Source: an optimization exercise on an open RTL-to-GDS flow (aim: small area). Production flows keep margins and buffers that such runs may drop. The RTL was checked by simulation tests, not by an equivalence proof against the original design. Power figures rest on the tool's default switching activity, not on a simulated workload.

JK:
==> flow/design.v (excerpt) <==
module Syntacore_simple
#(parameter   MSTR_NUM     = 2,
              SLV_NUM      = 4,
              DATA_WDTH    = 32,
              ADDR_WDTH    = 32,
              IDL_NUM      = 5
)
(
   input                                                  i_clk,
   input                                                  rst,
   input          [(MSTR_NUM - 1)                  : 0]   i_m_s_req,
   input          [(MSTR_NUM * ADDR_WDTH - 1)      : 0]   i_m_s_addr,
   input          [(MSTR_NUM - 1)                  : 0]   i_m_s_cmd,
   input          [(MSTR_NUM * DATA_WDTH - 1)      : 0]   i_m_s_wdata,
   input          [(SLV_NUM - 1)                   : 0]   i_s_m_ack,
   input          [(SLV_NUM * DATA_WDTH - 1)       : 0]   i_s_m_rdata,
   output   reg   [(SLV_NUM - 1)                   : 0]   o_m_s_req,
   output   reg   [(SLV_NUM * ADDR_WDTH - 1)       : 0]   o_m_s_addr,
   output   reg   [(SLV_NUM - 1)                   : 0]   o_m_s_cmd,
   output   reg   [(SLV_NUM * DATA_WDTH - 1)       : 0]   o_m_s_wdata,
   output   reg   [(MSTR_NUM - 1)                  : 0]   o_s_m_ack,
   output   reg   [(MSTR_NUM * DATA_WDTH - 1)      : 0]   o_s_m_rdata
);
export LEC_CHECK = 0
export ABC_AREA = 1
export CAP_MARGIN = 5
export CORE_AREA = 5 5 215 215
export CTS_BUF_LIST = sky130_fd_sc_hd__clkbuf_8
export DIE_AREA = 0 0 220 220
export SLEW_MARGIN = 5
create_clock -name core_clock -period 5.0 [get_ports {i_clk}]
standard.sh (not shown) runs the stock make flow with config.mk's settings and CLKGATE_MAP_FILE= SYNTH_SCRIPT=/design/flow/synth_recipe.tcl, a recipe that flattens the netlist after the stock synthesis.
==> flow/flow/run.sh <==
#!/bin/bash
# Standard ORFS layout with two changes:
#  * after the standard synthesis, the combinational logic of the netlist is
#    mapped again by ABC with an area-oriented script (remap.ys); the
#    flip-flops are kept as they are (same instances, names and cells);
#  * the port buffers that global placement inserts use buf_1;
#  * clock tree synthesis adds no dummy loads (CTS_ARGS, otherwise ORFS's
#    own arguments).
# Each tool's output goes to a log file of its own in this folder.
set -euo pipefail
cd "$(dirname "$0")/.."
W=$PWD
R=$W/orfs/results/$FLOW_PLATFORM/Syntacore_simple/base
LIB=$FLOW_HOME/platforms/$FLOW_PLATFORM/lib/sky130_fd_sc_hd__tt_025C_1v80.lib
export BUFFER_PORTS_ARGS="-buffer_cell sky130_fd_sc_hd__buf_1"
export CTS_ARGS="-sink_clustering_enable -repair_clock_nets -buf_list sky130_fd_sc_hd__clkbuf_8 -dont_use_dummy_load"

bash standard.sh "$R/1_2_yosys.v" > log_1_synth.log 2>&1
cp "$R/1_2_yosys.v" "$W/synth_standard.v"

# cells ABC must not use: the platform's don't-use cells
DONT=$(grep -o 'cell *( *"\?sky130_fd_sc_hd__\(lpflow\|probe\)[a-z0-9_]*' "$LIB" | sed 's/.*"\?\(sky130[a-z0-9_]*\)/-dont_use \1/' | tr '\n' ' ')
sed -e "s#@LIB@#$LIB#g" -e "s#@IN@#$W/synth_standard.v#" -e "s#@OUT@#$W/synth_remap.v#" \
    -e "s#@SCRIPT@#$W/flow/remap.abc#" -e "s#@DONT@#$DONT#" flow/remap.ys > remap_run.ys
YOSYS=yosys
[[ -x $FLOW_HOME/../tools/install/yosys/bin/yosys ]] && YOSYS=$FLOW_HOME/../tools/install/yosys/bin/yosys
$YOSYS -l log_2_remap.log -q remap_run.ys > /dev/null 2>&1
cp "$W/synth_remap.v" "$R/1_2_yosys.v"

bash standard.sh > log_3_layout.log 2>&1
==> flow/flow/remap.abc <==
strash
dch
amap
topo
==> flow/flow/remap.ys <==
# Re-map the combinational cells of the standard synthesis netlist.
read_liberty -ignore_miss_func @LIB@
read_verilog @IN@
hierarchy -top Syntacore_simple
# flip-flops and tie cells stay as they are
blackbox sky130_fd_sc_hd__dfxtp_1 sky130_fd_sc_hd__dfxtp_2 sky130_fd_sc_hd__dfxtp_4 sky130_fd_sc_hd__conb_1
flatten
opt_clean -purge
abc -liberty @LIB@ -script @SCRIPT@ @DONT@
opt_clean -purge
stat -liberty @LIB@
write_verilog -noattr -noexpr -nohex -nodec @OUT@
Status: JK FAILED at 1_synth (tool error)
Changes in MS relative to JK:
diff --git a/flow/flow/run.sh b/flow/flow/run.sh
--- a/flow/flow/run.sh
+++ b/flow/flow/run.sh
@@ -27,2 +27,10 @@
-$YOSYS -l log_2_remap.log -q remap_run.ys > /dev/null 2>&1
-cp "$W/synth_remap.v" "$R/1_2_yosys.v"
+$YOSYS -l log_2_remap.log -q remap_run.ys > /dev/null 2>&1 || true
+# use the re-mapped netlist only if it keeps every register of the standard
+# synthesis: the same instance names in the same cells
+regs() { grep -o 'sky130_fd_sc_hd__[a-z0-9]*d[fl][a-z0-9_]* *[^ (]*' "$1" | tr -s ' ' | sort; }
+if [[ -s $W/synth_remap.v ]] && cmp -s <(regs "$W/synth_standard.v") <(regs "$W/synth_remap.v"); then
+  cp "$W/synth_remap.v" "$R/1_2_yosys.v"
+  echo "using the re-mapped netlist" > log_2_remap_choice.log
+else
+  echo "registers differ; using the standard netlist" > log_2_remap_choice.log
+fi
diff --git a/flow/flow/remap.ys b/flow/flow/remap.ys
--- a/flow/flow/remap.ys
+++ b/flow/flow/remap.ys
@@ -6 +6 @@
-blackbox sky130_fd_sc_hd__dfxtp_1 sky130_fd_sc_hd__dfxtp_2 sky130_fd_sc_hd__dfxtp_4 sky130_fd_sc_hd__conb_1
+blackbox sky130_fd_sc_hd__*df* sky130_fd_sc_hd__*dl* sky130_fd_sc_hd__conb_1
Notes after the runs:
Summary of MS and JK: one run falls short of a clean finish, namely JK.
Here is what was changed in the inputs of AL compared with MS.
diff --git a/flow/flow/run.sh b/flow/flow/run.sh
--- a/flow/flow/run.sh
+++ b/flow/flow/run.sh
@@ -2 +2 @@
-# Standard ORFS layout with two changes:
+# Standard ORFS layout with these changes:
@@ -7 +7,2 @@
-#  * clock tree synthesis adds no dummy loads (CTS_ARGS, otherwise ORFS's
+#  * clock tree synthesis adds no dummy loads and puts all registers in one
+#    sink cluster (CTS_ARGS, otherwise ORFS's
@@ -16 +17 @@
-export CTS_ARGS="-sink_clustering_enable -repair_clock_nets -buf_list sky130_fd_sc_hd__clkbuf_8 -dont_use_dummy_load"
+export CTS_ARGS="-sink_clustering_enable -sink_clustering_size 30 -sink_clustering_max_diameter 400 -repair_clock_nets -buf_list sky130_fd_sc_hd__clkbuf_8 -dont_use_dummy_load"
==> flow/flow/remap.abc <==
strash
dch
amap -F 3 -A 5
topo
diff --git a/flow/flow/remap.ys b/flow/flow/remap.ys
--- a/flow/flow/remap.ys
+++ b/flow/flow/remap.ys
@@ -6,0 +7,7 @@
+# so do the read-data selects where the standard synthesis already made them
+# as two OR-AND-inverts and a NOR per bit
+cd Syntacore_simple
+select -set rdn w:o_s_m_rdata %ci1 t:sky130_fd_sc_hd__nor2_1 %i
+select -set rdo @rdn %ci2 t:sky130_fd_sc_hd__o22ai_1 %i
+setattr -set keep_hierarchy 1 @rdn @rdo
+cd
@@ -11,0 +19 @@
+blackbox sky130_fd_sc_hd__*
- AL vs MS — cell area dropped by a few percent
- AL improves on MS in post-route worst setup slack.
- Relative to MS, filler cell count has gone down in AL.
- Of AL and MS, the lower peak supply drop belongs to MS.
- Number of antenna violations at the first check in global routing for AL is higher than for MS.
- The total of plain and repair buffers excluding clock buffers of AL falls short of that of MS by 4.
- Comparing MS with AL, the area fraction of clock buffers and clock inverters came out essentially unchanged.
- Comparing AL and MS, the higher clock network fraction of total power was measured on AL.
diff inputs: AL => TR
diff --git a/flow/flow/run.sh b/flow/flow/run.sh
--- a/flow/flow/run.sh
+++ b/flow/flow/run.sh
@@ -2 +2 @@
-# Standard ORFS layout with these changes:
+# Standard ORFS layout with two changes:
@@ -7,2 +7 @@
-#  * clock tree synthesis adds no dummy loads and puts all registers in one
-#    sink cluster (CTS_ARGS, otherwise ORFS's
+#  * clock tree synthesis adds no dummy loads (CTS_ARGS, otherwise ORFS's
@@ -17 +16 @@
-export CTS_ARGS="-sink_clustering_enable -sink_clustering_size 30 -sink_clustering_max_diameter 400 -repair_clock_nets -buf_list sky130_fd_sc_hd__clkbuf_8 -dont_use_dummy_load"
+export CTS_ARGS="-sink_clustering_enable -repair_clock_nets -buf_list sky130_fd_sc_hd__clkbuf_8 -dont_use_dummy_load"
==> comparison <==
For slack of the worst reg-to-reg path, AL and TR come out practically identical. Comparing AL with TR, the setup slack of the critical path after layout came out essentially unchanged. Diff TR..AL | antenna cell count | negligible. AL -> TR: post-cts hold buffer count delta 0, exact match.

* * *

run 1:
Syntacore_simple, a different RTL version from the one above (not shown whole).
For scale: about 680 cells after synthesis, roughly 4100 um^2 of cells after synthesis.
// Syntacore_simple
module Syntacore_simple
#(parameter   MSTR_NUM     = 2,
              SLV_NUM      = 4,
              DATA_WDTH    = 32,
              ADDR_WDTH    = 32,
              IDL_NUM      = 5
)
(
   input                                                  i_clk,
   input                                                  rst,
   input          [(MSTR_NUM - 1)                  : 0]   i_m_s_req,
   input          [(MSTR_NUM * ADDR_WDTH - 1)      : 0]   i_m_s_addr,
   input          [(MSTR_NUM - 1)                  : 0]   i_m_s_cmd,
   input          [(MSTR_NUM * DATA_WDTH - 1)      : 0]   i_m_s_wdata,
   input          [(SLV_NUM - 1)                   : 0]   i_s_m_ack,
   input          [(SLV_NUM * DATA_WDTH - 1)       : 0]   i_s_m_rdata,
   output   reg   [(SLV_NUM - 1)                   : 0]   o_m_s_req,
   output   reg   [(SLV_NUM * ADDR_WDTH - 1)       : 0]   o_m_s_addr,
   output   reg   [(SLV_NUM - 1)                   : 0]   o_m_s_cmd,
   output   reg   [(SLV_NUM * DATA_WDTH - 1)       : 0]   o_m_s_wdata,
   output   reg   [(MSTR_NUM - 1)                  : 0]   o_s_m_ack,
   output   reg   [(MSTR_NUM * DATA_WDTH - 1)      : 0]   o_s_m_rdata
);
==> flow/config.mk <==
export PLATFORM = sky130hd
export DESIGN_NAME = Syntacore_simple
export DESIGN_NICKNAME = Syntacore_simple
export VERILOG_FILES = /design/flow/design.v
export SDC_FILE = /design/flow/constraint.sdc
export NUM_CORES = 4
export LEC_CHECK = 0
export ABC_AREA = 1
export CAP_MARGIN = 5
export CORE_AREA = 5 5 145 145
export CTS_BUF_LIST = sky130_fd_sc_hd__clkbuf_8
export DIE_AREA = 0 0 150 150
export GPL_TIMING_DRIVEN = 0
export SLEW_MARGIN = 5
==> flow/constraint.sdc <==
create_clock -name core_clock -period 5.0 [get_ports {i_clk}]
set_input_delay 1.0000 -clock core_clock [delete_from_list [all_inputs] [get_ports {i_clk}]]
set_output_delay 1.0000 -clock core_clock [all_outputs]
set_load 0.01 [all_outputs]
==> flow/flow/run.sh <==
#!/bin/bash
# Standard ORFS layout with these changes:
#  * after the standard synthesis, the combinational logic of the netlist is
#    mapped again by ABC with an area-oriented script (remap.ys); the
#    flip-flops are kept as they are (same instances, names and cells);
#  * the port buffers that global placement inserts use buf_1;
#  * IO pins may sit one routing track apart (PLACE_PINS_ARGS), so that they
#    fit on a smaller die;
#  * clock tree synthesis adds no dummy loads (CTS_ARGS, otherwise ORFS's
#    own arguments).
# Each tool's output goes to a log file of its own in this folder.
set -euo pipefail
cd "$(dirname "$0")/.."
W=$PWD
R=$W/orfs/results/$FLOW_PLATFORM/Syntacore_simple/base
LIB=$FLOW_HOME/platforms/$FLOW_PLATFORM/lib/sky130_fd_sc_hd__tt_025C_1v80.lib
export BUFFER_PORTS_ARGS="-buffer_cell sky130_fd_sc_hd__buf_1"
export PLACE_PINS_ARGS="-min_distance 1 -min_distance_in_tracks"
export CTS_ARGS="-sink_clustering_enable -repair_clock_nets -buf_list sky130_fd_sc_hd__clkbuf_8 -dont_use_dummy_load"

bash standard.sh "$R/1_2_yosys.v" > log_1_synth.log 2>&1
cp "$R/1_2_yosys.v" "$W/synth_standard.v"

# cells ABC must not use: the platform's don't-use cells
DONT=$(grep -o 'cell *( *"\?sky130_fd_sc_hd__\(lpflow\|probe\)[a-z0-9_]*' "$LIB" | sed 's/.*"\?\(sky130[a-z0-9_]*\)/-dont_use \1/' | tr '\n' ' ')
sed -e "s#@LIB@#$LIB#g" -e "s#@IN@#$W/synth_standard.v#" -e "s#@OUT@#$W/synth_remap.v#" \
    -e "s#@SCRIPT@#$W/flow/remap.abc#" -e "s#@DONT@#$DONT#" flow/remap.ys > remap_run.ys
YOSYS=yosys
[[ -x $FLOW_HOME/../tools/install/yosys/bin/yosys ]] && YOSYS=$FLOW_HOME/../tools/install/yosys/bin/yosys
$YOSYS -l log_2_remap.log -q remap_run.ys > /dev/null 2>&1 || true
# use the re-mapped netlist only if it keeps every register of the standard
# synthesis: the same instance names in the same cells
regs() { grep -o 'sky130_fd_sc_hd__[a-z0-9]*d[fl][a-z0-9_]* *[^ (]*' "$1" | tr -s ' ' | sort; }
if [[ -s $W/synth_remap.v ]] && cmp -s <(regs "$W/synth_standard.v") <(regs "$W/synth_remap.v"); then
  cp "$W/synth_remap.v" "$R/1_2_yosys.v"
  echo "using the re-mapped netlist" > log_2_remap_choice.log
else
  echo "registers differ; using the standard netlist" > log_2_remap_choice.log
fi

bash standard.sh > log_3_layout.log 2>&1
Other scripts of this flow, unchanged in this note and not shown: flow/flow/remap.abc, flow/flow/remap.ys
Run 1 went all the way through the flow, and no timing, DRC or antenna check failed.
Edits applied to the flow inputs when going from run 1 to run 2:
Settings: DIE_AREA now 0 0 220 220, was 0 0 150 150; CORE_AREA now 5 5 215 215, was 5 5 145 145.
diff --git a/flow/flow/run.sh b/flow/flow/run.sh
--- a/flow/flow/run.sh
+++ b/flow/flow/run.sh
@@ -6,4 +6,2 @@
 #  * the port buffers that global placement inserts use buf_1;
-#  * IO pins may sit one routing track apart (PLACE_PINS_ARGS), so that they
-#    fit on a smaller die;
 #  * clock tree synthesis adds no dummy loads (CTS_ARGS, otherwise ORFS's
@@ -17,3 +15,2 @@
 export BUFFER_PORTS_ARGS="-buffer_cell sky130_fd_sc_hd__buf_1"
-export PLACE_PINS_ARGS="-min_distance 1 -min_distance_in_tracks"
 export CTS_ARGS="-sink_clustering_enable -repair_clock_nets -buf_list sky130_fd_sc_hd__clkbuf_8 -dont_use_dummy_load"
==> run summary <==
Of run 1 and run 2, the higher highest fanout seen on the critical path belongs to run 2.
When run 2 is set beside run 1, its combinational group share of total power turns out to be 1.1 points larger.
The fraction of the cycle the final worst path needs in run 2 was lower than what run 1 gave.
[inputs] run 3 vs run 2
Settings: removing GPL_TIMING_DRIVEN (formerly 0).
==> comparison <==
A last element of the critical path of o_s_m_rdata[28] is what run 3 shows, while o_s_m_ack[0] belongs to run 2. | internal power | run 2 vs run 3 | ≈ equal |. | clock edge transition at the registers on the reported setup and hold paths | higher: run 3 |. Run 3 ended up with a lower total area of sequential cells than run 2 did. Against run 2, maximum frequency in run 3 came out better. Looking at headroom to the max-slew limit across both flows, run 3 is the stronger of the two, with run 2 trailing. Summary: via count, run 3 worse than run 2. Diff run 2 -> run 3: total power after layout comparable; final routed wirelength across all metal layers went up about 3.2%.
Changes in run 4 relative to run 3:
Settings: swapping 0 0 220 220 for 0 0 150 150 in DIE_AREA; swapping 5 5 215 215 for 5 5 145 145 in CORE_AREA.
diff --git a/flow/flow/run.sh b/flow/flow/run.sh
--- a/flow/flow/run.sh
+++ b/flow/flow/run.sh
@@ -6,2 +6,4 @@
 #  * the port buffers that global placement inserts use buf_1;
+#  * IO pins may sit one routing track apart (PLACE_PINS_ARGS), so that they
+#    fit on a smaller die;
 #  * clock tree synthesis adds no dummy loads (CTS_ARGS, otherwise ORFS's
@@ -15,2 +17,3 @@
 export BUFFER_PORTS_ARGS="-buffer_cell sky130_fd_sc_hd__buf_1"
+export PLACE_PINS_ARGS="-min_distance 1 -min_distance_in_tracks"
 export CTS_ARGS="-sink_clustering_enable -repair_clock_nets -buf_list sky130_fd_sc_hd__clkbuf_8 -dont_use_dummy_load"
## What came out
| global-route usage | higher: run 4 |. | routed wirelength normalized by instance count | run 4 vs run 3 | 2.2 um lower |. Per the comparison of run 4 with run 3, via count of the first global-routing pass picked up an extra 473, clock skew picked up an extra 0.0085 ns. In the metrics for run 4 and run 3, the one carrying the lower hold slack is run 3. o_s_m_rdata[26] as the end of the critical path was reported by run 4, and o_s_m_rdata[28] by run 3. Reported leakage power ends up higher on run 3. From run 4 to run 3, cell area after synthesis did not move at all. Comparing run 4 and run 3, the higher clock period minus worst slack was measured on run 4. Compared run 4 vs run 3, and post-route cell area is down in run 4. Taking run 4 over run 3, the wire length after detailed routing ratio works out to 0.74.

[static timing again, ports no longer ideal]
The flow's constraints put no driver on any port. The routed layouts listed below were extracted and timed again, unchanged, in two steps. Step 1 assumes that a clkbuf_16 drives the clock port and a buf_2 every other input. Step 2 adds t to the input delays and takes it off the output delays; t is the mean of the earliest and latest rising clock arrival at the registers after step 1. Input paths then give back, and output paths get back, about the clock's delay inside the block. a / b / c = no drivers / after step 1 / after step 2; a / b = the first two.
| run | shift t [ns] | setup WS [ns] | latest minus earliest clock arrival (ns) |
|---|---|---|---|
| MS | 0.280 | 0.931 / 0.905 / 0.905 | 0.012 / 0.013 |
| AL | 0.290 | 0.937 / 0.910 / 0.910 | 0.002 / 0.002 |
| TR | 0.290 | 0.937 / 0.910 / 0.910 | 0.002 / 0.002 |
| run 1 | 0.291 | 0.679 / 0.614 / 0.614 | 0.016 / 0.016 |
| run 2 | 0.286 | 0.780 / 0.756 / 0.756 | 0.004 / 0.004 |
| run 3 | 0.288 | 1.348 / 1.320 / 1.320 | 0.008 / 0.009 |
| run 4 | 0.279 | 1.266 / 1.229 / 1.229 | 0.017 / 0.017 |
After both steps setup and hold are still met in every run listed. For run 1, which loses most, drivers alone change the setup slack by -0.065 ns; drivers and shift together by -0.065 ns.
